Context: an optimization exercise on an open-source flow, tuned for small area and few clock cycles. The choices shown serve that exercise and are no tape-out recipe.
In this exercise RTL edits were held to simulation tests only and were not proved equivalent to the original.
Power is estimated from default activity; no workload was simulated.

File: flow/pre_resize.tcl
# Downsize cells off the critical paths before repair_design.
set_dont_use $::env(DONT_USE_CELLS)
estimate_parasitics -placement
repair_timing -verbose -recover_power 100
File: flow/run.sh
#!/bin/bash
# The standard layout, with these changes:
# - synthesis is the standard one (synth_recipe.tcl, run by flow/synth.tcl)
#   except that ABC maps the combinational logic with flow/abc.script, an
#   area-oriented mapping (amap); the flip-flops are mapped before ABC runs,
#   so they are the standard synthesis's;
# - every port is buffered by the smallest buffer (sky130_fd_sc_hd__buf_1)
#   instead of the one buffer_ports picks by default;
# - the floorplan does not resize cells for timing estimated with wire-load
#   models (REMOVE_ABC_BUFFERS=1; ABC inserted no buffers to remove);
# - clock tree synthesis adds no dummy loads to balance the leaf buffers
#   (CTS_ARGS: the standard arguments plus -dont_use_dummy_load);
# - before the placement's repair_design, cells off the critical paths are
#   downsized (repair_timing -recover_power, flow/pre_resize.tcl).
set -euo pipefail
here=$(pwd)
bash standard.sh "SYNTH_SCRIPT=$here/flow/synth.tcl" \
  "FLOW_SYNTH_TCL=$here/synth_recipe.tcl" "MY_ABC_SCRIPT=$here/flow/abc.script" \
  "BUFFER_PORTS_ARGS=-buffer_cell sky130_fd_sc_hd__buf_1" \
  "PRE_RESIZE_TCL=$here/flow/pre_resize.tcl" REMOVE_ABC_BUFFERS=1 \
  "CTS_ARGS=-sink_clustering_enable -repair_clock_nets -dont_use_dummy_load -buf_list sky130_fd_sc_hd__clkbuf_8 -sink_clustering_size 16 -sink_clustering_max_diameter 60" \
  finish > make_finish.log 2>&1
File: flow/synth.tcl
# The standard synthesis (synth_recipe.tcl), with ABC's script replaced.
proc abc {args} {
  set i [lsearch -exact $args -script]
  if { $i >= 0 } {
    lset args [expr {$i + 1}] $::env(MY_ABC_SCRIPT)
  }
  puts "abc with script $::env(MY_ABC_SCRIPT)"
  yosys abc {*}$args
}
source $::env(FLOW_SYNTH_TCL)
File: flow/abc.script
strash
dch -f
amap
topo
File: standard.sh
#!/bin/bash
# synth_recipe.tcl (not shown) runs the flow's synth.tcl, then flattens the netlist and writes it again
# the make line also repeats each setting of config.mk as NAME=value (left out here)
make -C /OpenROAD-flow-scripts/flow DESIGN_CONFIG=/design/flow/config.mk WORK_HOME=/design/flow/orfs CLKGATE_MAP_FILE= SYNTH_SCRIPT=/design/flow/synth_recipe.tcl "${@:-finish}"
File: constraint.sdc
create_clock -name core_clock -period 4.0 [get_ports {clk}]
set_input_delay 0.8000 -clock core_clock [delete_from_list [all_inputs] [get_ports {clk}]]
set_output_delay 0.8000 -clock core_clock [all_outputs]
set_load 0.01 [all_outputs]
File: design.v
`timescale 1ns/100ps
module util_axis_fifo #(
  parameter DATA_WIDTH = 64,
  parameter ASYNC_CLK = 0,
  parameter ADDRESS_WIDTH = 4,
  parameter M_AXIS_REGISTERED = 1
)(
  input                       m_axis_aclk,
  input                       m_axis_aresetn,
  input                       m_axis_ready,
  output                      m_axis_valid,
  output [DATA_WIDTH-1:0]     m_axis_data,
  output                      m_axis_empty,
  output [ADDRESS_WIDTH:0]    m_axis_level,
  input                       s_axis_aclk,
  input                       s_axis_aresetn,
  output                      s_axis_ready,
  input                       s_axis_valid,
  input [DATA_WIDTH-1:0]      s_axis_data,
  output                      s_axis_full,
  output [ADDRESS_WIDTH:0]    s_axis_room);
  localparam DEPTH = 1 << ADDRESS_WIDTH;
  reg [DATA_WIDTH-1:0]  mem [0:DEPTH-1];
  reg [ADDRESS_WIDTH:0] waddr;
  reg [ADDRESS_WIDTH:0] raddr;
  wire [ADDRESS_WIDTH:0] count;
  wire                  mem_full;
  wire                  mem_empty;
  wire                  wr;
  wire                  rd;
  assign count = waddr - raddr;
  assign mem_full = (count == DEPTH);
  assign mem_empty = (count == 0);
  assign s_axis_ready = ~mem_full;
  assign s_axis_full = mem_full;
  assign s_axis_room = DEPTH - count;
  assign wr = s_axis_valid & ~mem_full;
  always @(posedge s_axis_aclk)
    if (wr)
      mem[waddr[ADDRESS_WIDTH-1:0]] <= s_axis_data;
  generate
    if (M_AXIS_REGISTERED == 1) begin : g_reg
      reg                  out_valid;
      reg [DATA_WIDTH-1:0] out_data;
      assign rd = ~mem_empty & (~out_valid | m_axis_ready);
      always @(posedge m_axis_aclk) begin
        if (m_axis_aresetn == 1'b0) begin
          out_valid <= 1'b0;
        end else if (~out_valid | m_axis_ready) begin
          out_valid <= ~mem_empty;
        end
      end
      always @(posedge m_axis_aclk)
        if (rd)
          out_data <= mem[raddr[ADDRESS_WIDTH-1:0]];
      assign m_axis_valid = out_valid;
      assign m_axis_data = out_data;
      assign m_axis_empty = ~out_valid;
      assign m_axis_level = count + out_valid;
    end else begin : g_noreg
      assign rd = ~mem_empty & m_axis_ready;
      assign m_axis_valid = ~mem_empty;
      assign m_axis_data = mem[raddr[ADDRESS_WIDTH-1:0]];
      assign m_axis_empty = mem_empty;
      assign m_axis_level = count;
    end
  endgenerate
  always @(posedge s_axis_aclk) begin
    if (s_axis_aresetn == 1'b0) begin
      waddr <= 'd0;
      raddr <= 'd0;
    end else begin
      if (wr)
        waddr <= waddr + 1'b1;
      if (rd)
        raddr <= raddr + 1'b1;
    end
  end
endmodule
module rwt_sample_pack #(
  parameter UWIDTH = 56
)(
  input               clk,
  input               aresetn,
  output              s_axi_ready,
  input               s_axi_valid,
  input [3:0]         s_axi_enables,
  input [63:0]        s_axi_data,
  input [UWIDTH-1:0]  s_axi_user,
  input               s_axi_last,
  input               m_axi_ready,
  output              m_axi_valid,
  output [63:0]       m_axi_data,
  output [UWIDTH-1:0] m_axi_user,
  output              m_axi_last
);
  wire        en_a = |s_axi_enables[1:0];
  wire        en_b = |s_axi_enables[3:2];
  wire        both = en_a & en_b;
  reg         out_valid;
  reg         hold_valid;
  reg [31:0]  out_hi;       
  reg [31:0]  out_lo;
  reg [UWIDTH-1:0] out_user;
  reg         out_last;     
  wire        free = ~out_valid | m_axi_ready;
  assign s_axi_ready = free;
  assign m_axi_valid = out_valid;
  assign m_axi_data  = {out_hi, out_lo};
  assign m_axi_user  = out_user;
  assign m_axi_last  = out_last;
  wire        lo_keep = ~free;
  wire        lo_a    = free & en_a;           
  wire        lo_b    = free & ~en_a;          
  wire        hi_load = free & ~hold_valid;
  wire        hi_keep = ~hi_load;
  wire        hi_a    = hi_load & en_a & ~en_b;
  wire        hi_b    = hi_load & ~(en_a & ~en_b);
  always @(posedge clk)
  begin
    if (aresetn == 1'b0) begin
      out_valid <= 1'b0;
      hold_valid <= 1'b0;
    end else if (free) begin
      out_valid <= s_axi_valid & (hold_valid | both);
      if (s_axi_valid)
        hold_valid <= ~hold_valid & ~both;
    end
  end
  always @(posedge clk)
  begin
    out_lo <= ({32{lo_keep}} & out_lo) |
              ({32{lo_a}} & s_axi_data[31:0]) |
              ({32{lo_b}} & s_axi_data[63:32]);
    out_hi <= ({32{hi_keep}} & out_hi) |
              ({32{hi_a}} & s_axi_data[31:0]) |
              ({32{hi_b}} & s_axi_data[63:32]);
    if (free) begin
      out_user <= s_axi_user;
      out_last <= s_axi_last | (hold_valid & out_last);
    end
  end
endmodule
File: config.mk
export PLATFORM = sky130hd
export DESIGN_NAME = rwt_sample_pack
export DESIGN_NICKNAME = rwt_sample_pack
export VERILOG_FILES = /design/flow/design.v
export SDC_FILE = /design/flow/constraint.sdc
export NUM_CORES = 4
export LEC_CHECK = 0
export CAP_MARGIN = 20
export CORE_MARGIN = 2
export CORE_UTILIZATION = 35
export CTS_BUF_LIST = sky130_fd_sc_hd__clkbuf_4
export PLACE_DENSITY = 0.6
export SLEW_MARGIN = 20
==> impl_metrics.ini, run 1 <==
[synth]
yosysMostFrequentCell = clkinv_1
synthMuxAreaShare_pct = 0
yosys_warnings = 1
syn_avg_cell_area_um2 = 14.8
synthArstFlopShare_pct = 0
yosys.cell_types.count = 11
synth_top_family_by_area = compound AO/OA/AOI/OAI gates
synth_compound_area_share_pct = 16.5
synth_xor_area_share_pct = 0
yosys.area_share.simple_pct = 1.34
synth_top_area_share_pct = 42.8
synth-main-ff-cell = dfxtp_1
ys_ff_latch = 123
netlist_instances = 271
synth_area_leaders = edfxtp_1, dfxtp_1, a222oi_1, clkinv_1, nor2_1
synth-adder-area-share_pct = 0
syn_area_um2 = 4000
synth_area_leader_cell = edfxtp_1
synthTopCellsByCount = clkinv_1, dfxtp_1, a222oi_1
synth_edf_count = 57
seq_area_frac_synth_pct = 75.8

[sta]
relSlewSlack_pct = 45.6
clock_skew_ns = 0.0160
holdWs_ns = 0.455
rsz0062_at_grt = false
tightest_slew_ns = 0.814
period_needed_ns = 3.05
fmax_mhz = 328
tns_ns = 0
hold_violations = 0
slew_violations = 0
period_share_pct = 76.3
setup_viol = 0

[clocking]
clkSinkCount = 123
hold_buffers = 0
path_clk_slew_ns = 0.06
insertion_delay_ns = 0.43
clockRootBuffer = clkbuf_8
post_cts_resized = 0
cts_tree = done
postCtsSetupBuffers = 0
cts_made_buffers = 17
htreeDepth = 4
ctsLongestPathBuffers = 2

[final_layout]
drive_above_1_share_pct = 4.78
diodes = 0
final_nets = 675
syn2layout_area_growth_pct = 35.4

[power]
power_density_nw_per_um2 = 497
intPower_mw = 1.98
irDropWorstVdd_uv = 218
swShare_pct = 26.4
total_power_mw = 2.69
p_switching_uw = 710
clockPowerShare_pct = 28.3
seq_power_share_pct = 56.4
p_comb_share_pct = 15.2
power_leakage_nw = 1.88

[setup_path]
cp.arrival_ns = 3.34
path_class = primary input to flop
slowest_stage = clkbuf_2
required_ns = 4.29
path_cells = buf_1 > nor2b_1 > inv_1 > nand2_1 > clkbuf_2 > a21oi_2 > buf_4 > a222oi_1 > clkinv_1
endpoint_kind = flop
crit_fanout = 34
critical-path-top-delay-family = buffers and inverters
worst_setup_path_start_kind = primary input
slowest_delay_ns = 0.63
cp_num_buf_inv = 5

[run]
cap_violations = 0

[min_path]
min_path_type = flop to flop

[routing]
dr.pass1.iters = 9
wl_per_cell_um = 16.7
viasPerCell = 5.09
final_antenna_net_count = 0
first_iter_violations = 460
drc = 0
drt-total-wl_um = 11500
vias = 3495

[floorplanning]
die_h_um = 111
core-area_um2 = 11300
die_area_um2 = 12300
io-pin-count = 252
start_util_pct = 35.5
std_cell_rows = 39
fp.dieW_um = 111

[global_route]
grt_overflow = 0
grt_pass1_wl_um = 17700
grt_usage_pct = 18.9
grt_antenna_before_repair = 0
grt_max_degree = 59
grt_pass1_vias = 3429

[placed_design]
port_buffers = 251
place_congestion = 0.826
dp_hpwl_um = 8110

[outcome]
status = complete, no violations
[registers in the layout, summed over array words and instances (netlist names)]
| register | cells |
|---|---|
| out_last | 1 |
| hold_valid | 1 |
| out_hi | 32 |
| out_valid | 1 |
| out_user | 56 |
| out_lo | 32 |
[layout by cell type, fill, tap and decap left out]
cell and n:
clkbuf_4 1, clkbuf_8 17, buf_1 251, a21oi_2 1, clkinv_1 67, a222oi_1 64, buf_4 3, nand2_1 2
a21o_1 1, dfxtp_1 66, nor2b_1 1, edfxtp_1 57, clkbuf_2 1, a211oi_1 1, nor4_2 1, nor2_1 7
nor2_4 2, inv_1 1
[worst min-delay path, cell delays in order (launching register included)]
cell      delay (ns)
dfxtp_1         0.32
a222oi_1        0.06
clkinv_1        0.05
[per-stage QoR]
stage / instances / cell area (µm²) / setup slack [ns] / util (%)
after global routing: 687 / 5420 / 0.720 / 48.1
after floorplan: 271 / 4000 / -2.29 / -
after CTS: 687 / 5420 / 0.908 / 48.1
after global placement: 670 / 5180 / 1.20 / 45.9
after detailed placement: 670 / 5180 / 0.442 / 46.0
final: 687 / 5420 / 0.947 / 48.1
[worst paths after layout]
check,slack [ns],endpoint,startpoint,cells after the start
worst max-delay path,0.95,out_hi[9],m_axi_ready,9
worst min register to register,0.46,out_hi[5],out_hi[5],2
worst min-delay path,0.46,out_hi[5],out_hi[5],2
worst max register to register,1.04,out_hi[9],out_valid,8
[layout make-up]
class | instances | area, µm²
clock buffers | 17 | 234
fillers | 1075 | 5850
inverters | 68 | 255
multi-input cells | 80 | 739
flip-flops and latches | 123 | 3030
well taps | 143 | 179
repair buffers | 256 | 977
[logic make-up after synthesis]
group / count (synthesis)
simple gates: 13
compound gates: 67
flops: 123
buf+inv: 68
[routing by layer]
| layer | wire, µm | global-route usage (%) | vias up |
|---|---|---|---|
| met1 | 4520 | 21.6 | 1609 |
| met2 | 5540 | 30.5 | 265 |
| li1 | - | - | 1613 |
| met4 | 74 | 7.67 | 0 |
| met3 | 1370 | 9.08 | 8 |
| met5 | 0 | 0 | - |
[power groups by stage]
stage	clock network (mW)	logic [mW]	registers, mW
finish	0.763	0.410	1.52
CTS	0.795	0.415	1.52
floorplan	0	0.147	1.60
detailed placement	0	0.414	1.54
global route	0.853	0.454	1.53
global placement	0	0.408	1.54
Testbench counts, summed over its fixed seeds: cycles 26,703.
==> inputs of run 2 (changes only) <==
--- a/flow/run.sh
+++ b/flow/run.sh
@@ -19,4 +19,4 @@
   "BUFFER_PORTS_ARGS=-buffer_cell sky130_fd_sc_hd__buf_1" \
   "PRE_RESIZE_TCL=$here/flow/pre_resize.tcl" REMOVE_ABC_BUFFERS=1 \
-  "CTS_ARGS=-sink_clustering_enable -repair_clock_nets -dont_use_dummy_load -buf_list sky130_fd_sc_hd__clkbuf_8 -sink_clustering_size 16 -sink_clustering_max_diameter 60" \
+  "CTS_ARGS=-sink_clustering_enable -repair_clock_nets -dont_use_dummy_load -buf_list sky130_fd_sc_hd__clkbuf_16 -sink_clustering_size 32 -sink_clustering_max_diameter 120" \
   finish > make_finish.log 2>&1
==> run 2 against run 1 <==
Net effect: still clean; clock skew is 0.0087 ns lower; non-clock buffer count stayed put; area after synthesis stayed put; final cell count stayed put; worst setup slack worse by 0.032 ns; maximum frequency is 1.0% lower; sequential power hardly changed.
==> impl_metrics.ini, run 2 <==
[outcome]
status = complete, no violations

[synth]
syn_area_um2 = 4000
seq_area_frac_synth_pct = 75.8
yosys_warnings = 1
synth_top_area_share_pct = 42.8
synth_area_leaders = edfxtp_1, dfxtp_1, a222oi_1, clkinv_1, nor2_1
synthTopCellsByCount = clkinv_1, dfxtp_1, a222oi_1
synthArstFlopShare_pct = 0
syn_avg_cell_area_um2 = 14.8
synth-main-ff-cell = dfxtp_1
yosysMostFrequentCell = clkinv_1
netlist_instances = 271
yosys.cell_types.count = 11
ys_ff_latch = 123
synth_area_leader_cell = edfxtp_1
synth_edf_count = 57

[setup_path]
critical-path-top-delay-family = buffers and inverters
worst_setup_path_start_kind = primary input
cp_num_buf_inv = 5
path_depth = 9
slowest_stage = clkbuf_2
rr_worst_depth = 8
slowest_delay_ns = 0.65
crit_fanout = 34
path_cells = buf_1 > nor2b_1 > inv_1 > nand2_1 > clkbuf_2 > a21oi_2 > buf_4 > a222oi_1 > clkinv_1
path_class = primary input to flop
required_ns = 4.27
endpoint_kind = flop
cp.arrival_ns = 3.35

[global_route]
grt_antenna_before_repair = 0
grt_pass1_vias = 3453
grt_usage_pct = 18.8
grt_max_degree = 59
grt_pass1_wl_um = 17900
grt_overflow = 0

[power]
irDropWorstVdd_uv = 347
power_density_nw_per_um2 = 554
power_leakage_nw = 1.97

[routing]
first_iter_violations = 562
final_antenna_net_count = 0
viasPerCell = 5.08
drc = 0
dr.pass1.iters = 9
wl_per_cell_um = 16.7
drt-total-wl_um = 11500
vias = 3491

[floorplanning]
die_h_um = 111
fp.dieW_um = 111
die_area_um2 = 12300
start_util_pct = 35.5
io-pin-count = 252
core-area_um2 = 11300
std_cell_rows = 39

[clocking]
clockRootBuffer = clkbuf_16
ctsLongestPathBuffers = 2
hold_buffers = 0
cts_made_buffers = 17
insertion_delay_ns = 0.40
post_cts_resized = 0
postCtsSetupBuffers = 0
path_clk_slew_ns = 0.05
clkSinkCount = 123
cts_tree = done
htreeDepth = 4

[final_layout]
layout_commonest_cell = buf_1
seq_area_um2 = 3030
fillers = 1041
multiInputGateArea_um2 = 739
regMostFlops = out_user
drive_above_1_share_pct = 4.78
syn2layout_area_growth_pct = 40.1
final_cell_mix = buf_1, clkinv_1, dfxtp_1, a222oi_1, edfxtp_1
diodes = 0
final_nets = 675
stdcell_count = 687
largest_reg_flops = 56
largestRegisters = out_user x56, out_hi x32, out_lo x32

[sta]
slew_violations = 0
holdWs_ns = 0.453
relSlewSlack_pct = 45.0
tns_ns = 0
setup_viol = 0
clock_skew_ns = 0.00726
tightest_slew_ns = 0.825
fmax_mhz = 324
worst_slack_ns = 0.916
period_needed_ns = 3.08
rsz0062_at_grt = false
hold_violations = 0
period_share_pct = 77.1

[run]
cap_violations = 0

[placed_design]
port_buffers = 251
dp_hpwl_um = 8110
place_congestion = 0.826
numPlacedInstances = 670
dp_slack_ns = 0.442

[min_path]
whs_path_depth = 2
min_path_type = flop to flop
[run 2: cell counts after synthesis]
No cell type changed its count.
[run 2: area by class of cell]
type | instances | share of cell area (%)
Sequential cell | 123 | 54.1
Multi-Input combinational cell | 80 | 13.2
Inverter | 68 | 4.55
Timing Repair Buffer | 256 | 17.4
Tap cell | 143 | 3.19
Clock buffer | 17 | 7.58
[run 2: metal layers]
layer  global-route usage, %  part of all wire [%]
met5                       0                     0
met3                    7.27                    11
met1                    22.0                    40
met4                    7.42                   1.3
met2                    31.2                    48
[run 2: per-stage QoR]
stage / instance area (µm²) / power, mW / utilization, %
floorplan: 4000 / 1.75 / -
global placement: 5180 / 1.95 / 45.9
detailed placement: 5180 / 1.96 / 46.0
CTS: 5610 / 3.14 / 49.8
global route: 5610 / 3.24 / 49.8
finish: 5610 / 3.11 / 49.8
[run 2: worst paths after layout]
path                                  start   endpoint  slack [ns]
worst max-delay path            m_axi_ready  out_hi[9]        0.92
worst min register to register    out_hi[5]  out_hi[5]        0.45
worst max register to register    out_valid  out_hi[9]        1.03
worst min-delay path              out_hi[5]  out_hi[5]        0.45
[run 2: worst register-to-register path, cell delays in order, from the launching register on]
cell      delay, ns
dfxtp_1        0.33
nor2b_1        0.57
inv_1          0.26
nand2_1        0.12
clkbuf_2       0.65
a21oi_2        0.08
buf_4          0.29
a222oi_1       0.42
clkinv_1       0.13
[run 2: kinds of logic (layout without fill, tap and decap cells)]
kind of cell           Yosys count  in the layout  share of synthesized area, %
DFF                            123            123                          75.8
and+or+nand+nor                 13             13                          1.34
buffers and inverters           68            341                          6.38
AOI/OAI and AO/OA               67             67                          16.5
[run 2: report_power, final]
part | total (mW) | internal [mW] | switching, mW
logic | 0.411 | 0.154 | 0.257
registers | 1.52 | 1.46 | 0.0643
clock network | 1.17 | 0.731 | 0.441
==> inputs of run 3 (changes only) <==
--- a/flow/run.sh
+++ b/flow/run.sh
@@ -19,4 +19,4 @@
   "BUFFER_PORTS_ARGS=-buffer_cell sky130_fd_sc_hd__buf_1" \
   "PRE_RESIZE_TCL=$here/flow/pre_resize.tcl" REMOVE_ABC_BUFFERS=1 \
-  "CTS_ARGS=-sink_clustering_enable -repair_clock_nets -dont_use_dummy_load -buf_list sky130_fd_sc_hd__clkbuf_16 -sink_clustering_size 32 -sink_clustering_max_diameter 120" \
+  "CTS_ARGS=-sink_clustering_enable -repair_clock_nets -dont_use_dummy_load -buf_list sky130_fd_sc_hd__clkbuf_4" \
   finish > make_finish.log 2>&1
==> run 3 against run 2 <==
Net effect: clock skew rose by 0.017 ns; utilization down 2.6 points; final cell count is the same; hold slack worse by 0.0094 ns; largest power group unchanged; combinational power about the same; non-clock buffer count did not move.
==> impl_metrics.ini, run 3 <==
[outcome]
status = complete, no violations

[clocking]
clockRootBuffer = clkbuf_4
clkSinkCount = 123
post_cts_resized = 0
path_clk_slew_ns = 0.11
htreeDepth = 4
cts_tree = done
ctsLongestPathBuffers = 2
cts_made_buffers = 17
insertion_delay_ns = 0.52
postCtsSetupBuffers = 0
hold_buffers = 0

[power]
intPower_mw = 1.80
power_leakage_nw = 1.83
swShare_pct = 27.6
p_switching_uw = 685
clockPowerShare_pct = 22.5
irDropWorstVdd_uv = 207
power_density_nw_per_um2 = 468
p_comb_share_pct = 16.5
seq_power_share_pct = 61.0

[synth]
synth_top_area_share_pct = 42.8
netlist_instances = 271
synth_area_leader_cell = edfxtp_1
yosysMostFrequentCell = clkinv_1
yosys.cell_types.count = 11
synth-main-ff-cell = dfxtp_1
synthTopCellsByCount = clkinv_1, dfxtp_1, a222oi_1
synth_area_leaders = edfxtp_1, dfxtp_1, a222oi_1, clkinv_1, nor2_1
syn_area_um2 = 4000
synth_edf_count = 57
yosys_warnings = 1
syn_avg_cell_area_um2 = 14.8
ys_ff_latch = 123
synthArstFlopShare_pct = 0
seq_area_frac_synth_pct = 75.8

[final_layout]
final_core_util_pct = 47.1
fin_area_um2 = 5310
largest_reg_flops = 56
final_nets = 675
syn2layout_area_growth_pct = 32.7
diodes = 0
layout_commonest_cell = buf_1
regMostFlops = out_user
largestRegisters = out_user x56, out_hi x32, out_lo x32
fillers = 1081
drive_above_1_share_pct = 4.78
stdcell_count = 687
final_cell_mix = buf_1, clkinv_1, dfxtp_1, a222oi_1, edfxtp_1

[sta]
setup_viol = 0
clock_skew_ns = 0.0238
tns_ns = 0
rsz0062_at_grt = false
period_share_pct = 74.8
hold_violations = 0
tightest_slew_ns = 0.816
period_needed_ns = 2.99
relSlewSlack_pct = 45.6
slew_violations = 0
fmax_mhz = 334

[setup_path]
slowest_delay_ns = 0.64
slowest_stage = clkbuf_2
path_cells = buf_1 > nor2b_1 > inv_1 > nand2_1 > clkbuf_2 > a21oi_2 > buf_4 > a222oi_1 > clkinv_1
endpoint_kind = flop
cp.arrival_ns = 3.37
worst_setup_path_start_kind = primary input
required_ns = 4.38
path_class = primary input to flop
crit_fanout = 34

[routing]
dr.pass1.iters = 8
vias = 3491
drt-total-wl_um = 11400
wl_per_cell_um = 16.7
final_antenna_net_count = 0
first_iter_violations = 546
viasPerCell = 5.08
drc = 0

[global_route]
grt_pass1_vias = 3439
grt_antenna_before_repair = 0
grt_pass1_wl_um = 17600
grt_max_degree = 59
grt_usage_pct = 18.7
grt_overflow = 0

[floorplanning]
die_h_um = 111
fp.dieW_um = 111
start_util_pct = 35.5
die_area_um2 = 12300
std_cell_rows = 39
core-area_um2 = 11300
io-pin-count = 252

[run]
cap_violations = 0

[placed_design]
post_dp_cell_area_um2 = 5180
port_buffers = 251
numPlacedInstances = 670
dp_hpwl_um = 8110
place_congestion = 0.826

[min_path]
min_path_type = primary input to flop
[run 3: cell types whose count changed in the layout (fill, tap and decap cells not counted)]
| cell | change |
|---|---|
| clkbuf_16 | -17 |
| clkbuf_4 | +17 |
[run 3: layout make-up]
class	count	area [µm²]	area share, %
flip-flops and latches	123	3030	57.1
repair buffers	256	977	18.4
multi-input cells	80	739	13.9
inverters	68	255	4.81
well taps	143	179	3.37
clock buffers	17	128	2.40
[run 3: routing by layer]
layer,vias up,track usage (%),routed length [µm]
met5,-,0,0
met4,0,8.67,170
met3,14,7.76,1290
met2,257,30.5,5460
met1,1602,21.5,4520
li1,1618,-,-
[run 3: power groups by stage]
stage | combinational [mW] | clock (mW) | sequential, mW
2_1_floorplan | 0.147 | 0 | 1.60
3_3_place_gp | 0.408 | 0 | 1.54
3_5_place_dp | 0.414 | 0 | 1.54
4_1_cts | 0.415 | 0.591 | 1.52
5_1_grt | 0.455 | 0.639 | 1.53
6_report | 0.410 | 0.559 | 1.52
[run 3: final timing paths]
path,start,depth (start not counted),slack [ns],end
worst min-delay path,s_axi_user[51],1,0.44,out_user[51]
worst min register to register,out_hi[5],2,0.46,out_hi[5]
worst max register to register,out_valid,8,1.01,out_hi[9]
worst max-delay path,m_axi_ready,9,1.01,out_hi[9]
[run 3: worst max-delay path, delay by kind of cell]
family                 cells  cell delay, ns
AOI/OAI and AO/OA          2            0.48
buffers and inverters      5            1.39
and+or+nand+nor            2            0.68
[run 3: kinds of logic after synthesis]
kind of cell / Yosys count / share of synthesized area [%]
buffers and inverters: 68 / 6.38
AO/OA/AOI/OAI: 67 / 16.5
flip-flops: 123 / 75.8
AND/OR/NAND/NOR: 13 / 1.34
[run 3: through the flow]
stage | power [mW] | setup WS, ns | hold slack (ns)
final | 2.49 | 1.01 | 0.444
after global routing | 2.62 | 0.739 | 0.357
after CTS | 2.52 | 0.952 | 0.371
after detailed placement | 1.96 | 0.442 | 0.445
after global placement | 1.95 | 1.20 | 0.442
after floorplan | 1.75 | -2.29 | 0.450
==> inputs of run 4 (changes only) <==
--- a/config.mk
+++ b/config.mk
@@ -6,8 +6,8 @@
 export NUM_CORES = 4
 export LEC_CHECK = 0
-export CAP_MARGIN = 20
+export CAP_MARGIN = 5
 export CORE_MARGIN = 2
-export CORE_UTILIZATION = 35
+export CORE_UTILIZATION = 45
 export CTS_BUF_LIST = sky130_fd_sc_hd__clkbuf_4
-export PLACE_DENSITY = 0.6
-export SLEW_MARGIN = 20
+export PLACE_DENSITY = 0.75
+export SLEW_MARGIN = 5
==> run 4 against run 3 <==
Net effect: clock power down 3%; still clean on timing, DRC and antenna; sequential power about the same; worst setup slack better by 0.57 ns; largest power group unchanged; via count up 1.0%; wire length down 2.0%.
==> impl_metrics.ini, run 4 <==
[synth]
synthTopCellsByCount = clkinv_1, dfxtp_1, a222oi_1
synth-main-ff-cell = dfxtp_1
synth_area_leaders = edfxtp_1, dfxtp_1, a222oi_1, clkinv_1, nor2_1
synth_top_area_share_pct = 42.8
syn_avg_cell_area_um2 = 14.8
yosys.cell_types.count = 11
netlist_instances = 271
synth_area_leader_cell = edfxtp_1
syn_area_um2 = 4000
synthArstFlopShare_pct = 0
ys_ff_latch = 123
synth_edf_count = 57
seq_area_frac_synth_pct = 75.8
yosysMostFrequentCell = clkinv_1
yosys_warnings = 1

[setup_path]
cp_num_buf_inv = 4
cp.arrival_ns = 1.62
path_depth = 5
required_ns = 3.20
worst_setup_path_start_kind = primary input
critical-path-top-delay-family = buffers and inverters
endpoint_kind = output port
crit_top_cell = buf_1
rr_worst_depth = 6
crit_fanout = 19
slowest_delay_ns = 0.38
path_class = primary input to output port
path_cells = buf_1 > nor2b_4 > inv_1 > buf_2 > buf_1
slowest_stage = buf_2

[global_route]
grt_max_degree = 60
grt_overflow = 0
grt_pass1_vias = 3427
grt_usage_pct = 22.8
grt_pass1_wl_um = 17200
grt_antenna_before_repair = 0

[routing]
final_antenna_net_count = 0
dr.pass1.iters = 10
wl_per_cell_um = 17.1
drc = 0
drt-total-wl_um = 11200
first_iter_violations = 433
vias = 3527
viasPerCell = 5.38

[clocking]
hold_buffers = 0
htreeDepth = 4
cts_tree = done
clkSinkCount = 123
ctsLongestPathBuffers = 2
clockRootBuffer = clkbuf_4
post_cts_resized = 0
cts_made_buffers = 17
path_clk_slew_ns = 0.07
insertion_delay_ns = 0.48
postCtsSetupBuffers = 0

[min_path]
whs_path_depth = 2
min_path_type = flop to flop

[floorplanning]
core-area_um2 = 8680
die_area_um2 = 9660
die_h_um = 98.3
fp.dieW_um = 98.3
start_util_pct = 46.1
io-pin-count = 252
std_cell_rows = 34

[final_layout]
final_nets = 678
largest_reg_flops = 56
diodes = 0
syn2layout_area_growth_pct = 32.1
largestRegisters = out_user x56, out_hi x32, out_lo x32
layout_commonest_cell = buf_1
fillers = 710
drive_above_1_share_pct = 5.12
regMostFlops = out_user
final_cell_mix = buf_1, clkinv_1, dfxtp_1, a222oi_1, edfxtp_1

[sta]
hold_violations = 0
clock_skew_ns = 0.0308
holdWs_ns = 0.460
relSlewSlack_pct = 21.9
fmax_mhz = 414
tightest_slew_ns = 1.17
period_needed_ns = 2.42
setup_viol = 0
worst_slack_ns = 1.58
slew_violations = 0
period_share_pct = 60.4
rsz0062_at_grt = false

[run]
cap_violations = 0

[placed_design]
dp_slack_ns = 0.907
place_congestion = 0.840
port_buffers = 251
dp_hpwl_um = 8170

[power]
power_density_nw_per_um2 = 469
power_leakage_nw = 1.85
irDropWorstVdd_uv = 214

[outcome]
status = complete, no violations
==> run 4: final cells by class <==
cell class | count | area [µm²] | area share (%)
clock buffer | 17 | 128 | 2.41
inverter | 68 | 255 | 4.83
multi-input combinational | 80 | 728 | 13.8
sequential | 123 | 3030 | 57.4
tap | 108 | 135 | 2.56
timing repair buffer | 259 | 1010 | 19.1
==> run 4: path summary, 6_finish.rpt <==
| path | from | end | slack (ns) |
|---|---|---|---|
| max | m_axi_ready | s_axi_ready | 1.58 |
| min | out_lo[11] | out_lo[11] | 0.46 |
| max reg2reg | out_valid | out_lo[14] | 1.66 |
| min reg2reg | out_lo[11] | out_lo[11] | 0.46 |
==> run 4: worst reg2reg max path: stages, from the launching register on <==
cell      delay [ns]
dfxtp_1         0.33
nor2b_4         0.13
buf_4           0.24
nor2_1          0.97
buf_4           0.40
a222oi_1        0.13
clkinv_1        0.07
==> run 4: power breakdown <==
group          switching (mW)  leakage (nW)  internal, mW
Sequential             0.0680          1.15          1.45
Combinational           0.254         0.620         0.157
Clock                   0.350        0.0782         0.195
Total                   0.673          1.85          1.81
==> run 4: layer usage <==
| layer | global-route usage [%] | routed length (µm) | vias to the layer above |
|---|---|---|---|
| li1 | - | - | 1624 |
| met1 | 27.2 | 4090 | 1613 |
| met2 | 37.9 | 5590 | 270 |
| met3 | 7.44 | 1290 | 20 |
| met4 | 10.1 | 238 | 0 |
| met5 | 0 | 0 | - |
==> run 4: through the flow <==
| step | power [mW] | instances | utilization (%) | TNS, ns | area (µm²) |
|---|---|---|---|---|---|
| final | 2.48 | 655 | 60.9 | 0 | 5290 |
| after global routing | 2.61 | 655 | 60.9 | 0 | 5290 |
| after detailed placement | 1.96 | 637 | 59.2 | 0 | 5130 |
| after CTS | 2.50 | 654 | 60.6 | 0 | 5260 |
| after floorplan | 1.75 | 271 | - | -104.61 | 4000 |
| after global placement | 1.95 | 637 | 59.4 | 0 | 5150 |
==> run 4: kinds of logic after synthesis <==
kind of cell,count (synthesis),synth area share [%]
AOI/OAI and AO/OA,67,16.5
buffers and inverters,68,6.38
DFF,123,75.8
and+or+nand+nor,13,1.34

## afterwards: timing with drivers on the ports
In the flow no input, the clock included, has a driving cell. The finished layouts below were timed again as built, in two steps. Step 1 sets driving cells, clkbuf_16 on the clock port and buf_2 on the other inputs (assumed; they add their load-dependent delay and slew). Step 2 adds t to the input delays and takes it off the output delays; t is the mean of the earliest and latest rising clock arrival at the registers after step 1. Input paths then give back, and output paths get back, about the clock's delay inside the block. Three values: ideal, step 1, step 2; two values: the first two.
| run | shift t [ns] | setup slack, ns | worst setup path at the end | clock arrival spread, ns | worst slew at a driven data input, ns |
|---|---|---|---|---|---|
| run 1 | 0.449 | 0.947 / 0.960 / 0.511 | input to register | 0.022 / 0.022 | 0.06 |
| run 2 | 0.430 | 0.916 / 0.932 / 0.502 | input to register | 0.014 / 0.014 | 0.06 |
| run 3 | 0.531 | 1.008 / 1.010 / 0.488 | input to register | 0.032 / 0.032 | 0.06 |
| run 4 | 0.483 | 1.582 / 1.558 / 1.105 | input to register | 0.048 / 0.047 | 0.06 |
After both steps setup and hold are still met in every run listed. The setup slack of run 3, which loses most, moves by +0.002 ns with the drivers and by -0.520 ns with both steps.
